From an optimization exercise on the open Yosys and OpenROAD flow, aimed at small area, a short achievable clock period and few clock cycles; shortcuts taken in it are not production practice. Only simulation tests tie the RTL to the original design; equivalence was not proved. Power and IR drop assume default switching activity.

Design queue_mac_controller, start of the top module:
module queue_mac_controller #(parameter data_size= 8, out_data_size= 24, img_address_size = 14, weight_address_size = 8,out_address_size = 17,img_size = 128) (
    input clk,
    input rst,
    input start,
    input [data_size-1:0] img_data,
    input [data_size-1:0] weight_data,
    output [img_address_size -1:0] img_address,
    output [weight_address_size-1:0] weight_address,
    output img_data_ena,
    output weight_data_ena,
    output reg done,
    output reg data_validity,
    output reg [out_address_size-1:0] out_address,
    output [out_data_size-1:0] out_data
    );
    reg        busy;       
    reg        wld;        
    reg [1:0]  q;          
    reg        iss;        
    reg [2:0]  ph;         
    reg [6:0]  c;          
    reg [6:0]  r;          
    reg [6:0]  ra;         
    reg [4:0]  waddr;
    reg        wena;
    wire last_ph = (ph == 3'd5);
    wire last_c  = (c == 7'd127);
    wire last_r  = (r == 7'd122);
    wire iss_end = last_ph & last_c & last_r;
    reg        busy_n, wld_n, iss_n;
    reg [1:0]  q_n;
    reg [2:0]  ph_n;
    reg [6:0]  c_n, r_n, ra_n;
    reg  go;
    wire begin_img = go;
    always @(*) begin
        busy_n = busy; wld_n = wld; iss_n = iss; q_n = q;
        ph_n = last_ph ? 3'd0 : ph + 3'd1;
        c_n = c; r_n = r; ra_n = ra;
        if (begin_img) begin
            busy_n = 1'b1; wld_n = 1'b1; iss_n = 1'b0; q_n = 2'd0; ph_n = 3'd0;
            c_n = 7'd0; r_n = 7'd0; ra_n = 7'd0;
        end else if (f_last[5]) begin
            busy_n = 1'b0; wld_n = 1'b0; iss_n = 1'b0;
        end else if (busy) begin
            if (last_ph) q_n = q + 2'd1;
            if (wld && last_ph && q == 2'd3) begin
                wld_n = 1'b0;
                iss_n = 1'b1;
            end
            if (iss) begin
                if (iss_end) iss_n = 1'b0;
                if (last_ph) begin
                    c_n = c + 7'd1;
                    if (last_c) begin
                        r_n  = r + 7'd2;
                        ra_n = r + 7'd2;
                    end else
                        ra_n = r;
                end else
                    ra_n = ra + 7'd1;
  ...
For scale: ~86 I/O pins, roughly 44000 µm² of cells after synthesis.
==> flow/config.mk <==
export PLATFORM = sky130hd
export DESIGN_NAME = queue_mac_controller
export DESIGN_NICKNAME = queue_mac_controller
export VERILOG_FILES = /design/flow/design.v
export SDC_FILE = /design/flow/constraint.sdc
export NUM_CORES = 4
export LEC_CHECK = 0
export CAP_MARGIN = 20
export CORE_MARGIN = 2
export CORE_UTILIZATION = 45
export SLEW_MARGIN = 20
==> flow/constraint.sdc <==
create_clock -name core_clock -period 9.0 [get_ports {clk}]
set_input_delay 1.8000 -clock core_clock [delete_from_list [all_inputs] [get_ports {clk}]]
set_output_delay 1.8000 -clock core_clock [all_outputs]
set_load 0.01 [all_outputs]
standard.sh (not shown) runs the stock make flow with config.mk's settings and CLKGATE_MAP_FILE= SYNTH_SCRIPT=/design/flow/synth_recipe.tcl, a recipe that flattens the netlist after the stock synthesis.
==> flow/flow/run.sh <==
#!/bin/bash
set -euo pipefail
bash standard.sh "BUFFER_PORTS_ARGS=-buffer_cell sky130_fd_sc_hd__buf_4" \
    SETUP_SLACK_MARGIN=6.2 \
    "CTS_ARGS=-sink_clustering_enable -repair_clock_nets -dont_use_dummy_load -sink_clustering_size 20 -sink_clustering_max_diameter 80" \
    finish > make_finish.log 2>&1
The first run finished with timing, DRC and antenna clean.
Testbench counts at the start, summed over its fixed seeds: cycles 762,368.
Change:
==> flow/flow/run.sh (replaced) <==
#!/bin/bash
set -euo pipefail
bash standard.sh "BUFFER_PORTS_ARGS=-buffer_cell sky130_fd_sc_hd__buf_4" \
    SETUP_SLACK_MARGIN=6.05 \
    "CTS_ARGS=-sink_clustering_enable -repair_clock_nets -dont_use_dummy_load -sink_clustering_size 24 -sink_clustering_max_diameter 90" \
    finish > make_finish.log 2>&1
The changed run completed with no timing, DRC or antenna violations; clock power fell by about 8%; setup slack hardly moves; worst hold slack degrades by 0.013 ns; clock-buffer cell count fell by 8; cell count fell by 1.8%; synthesized area does not change; routed wire length fell by 4.5%; die area is unchanged.

* * *

Starting RTL as in the previous note.
Settings: LEC_CHECK=0, CAP_MARGIN=20, CORE_MARGIN=2, CORE_UTILIZATION=55, CTS_CLUSTER_DIAMETER=100, CTS_CLUSTER_SIZE=30, SETUP_SLACK_MARGIN=5, SLEW_MARGIN=20; clock period 9.0 ns.
run.sh (not shown) runs the stock make flow with config.mk's settings and CLKGATE_MAP_FILE= SYNTH_SCRIPT=/design/flow/synth_recipe.tcl, a recipe that flattens the netlist after the stock synthesis.
Stock flow here: none of the scripts above is used.
Testbench counts at the start, summed over its fixed seeds: cycles 762,368.
Change:
CTS_CLUSTER_DIAMETER = default   (was 100)
CTS_CLUSTER_SIZE = default   (was 30)
Outcome: Worst setup slack improved by 0.0033 ns. Area after synthesis is unchanged. Clock-buffer cell count is higher by 80. Design area rises by about 4.6%. Global-route usage grows by 0.49 points. Fmax barely changes.

-- afterwards: timing with drivers on the ports --
The flow's constraints put no driver on any port. The routed layouts listed below were extracted and timed again, unchanged, in two steps. Step 1 sets driving cells, clkbuf_16 on the clock port and buf_2 on the other inputs (assumed; they add their load-dependent delay and slew). Step 2 also shifts input and output timing later by t, the mid clock arrival at the registers, as if the neighbouring blocks saw the same clock. a / b / c = ideal ports / drivers / drivers and shift; a / b = the first two.
| run | t, ns | slack for setup (ns) | latest minus earliest clock arrival (ns) | slew at the worst register clock pin (ns) | pins driven straight from the clock port |
|---|---|---|---|---|---|
| the first run of note 1 | 0.701 | 6.060 / 5.988 / 5.782 | 0.059 / 0.058 | 0.10 / 0.10 | 1 |
| the second run of note 1 | 0.681 | 6.057 / 5.991 / 5.718 | 0.065 / 0.065 | 0.11 / 0.11 | 1 |
| the first run of note 2 | 0.707 | 5.373 / 5.301 / 5.326 | 0.037 / 0.036 | 0.12 / 0.12 | 1 |
| the second run of note 2 | 0.736 | 5.376 / 5.307 / 5.324 | 0.061 / 0.061 | 0.07 / 0.07 | 1 |
After both steps setup and hold are still met in every run listed. For the second run of note 1, which loses most, drivers alone change the setup slack by -0.066 ns; drivers and shift together by -0.339 ns.
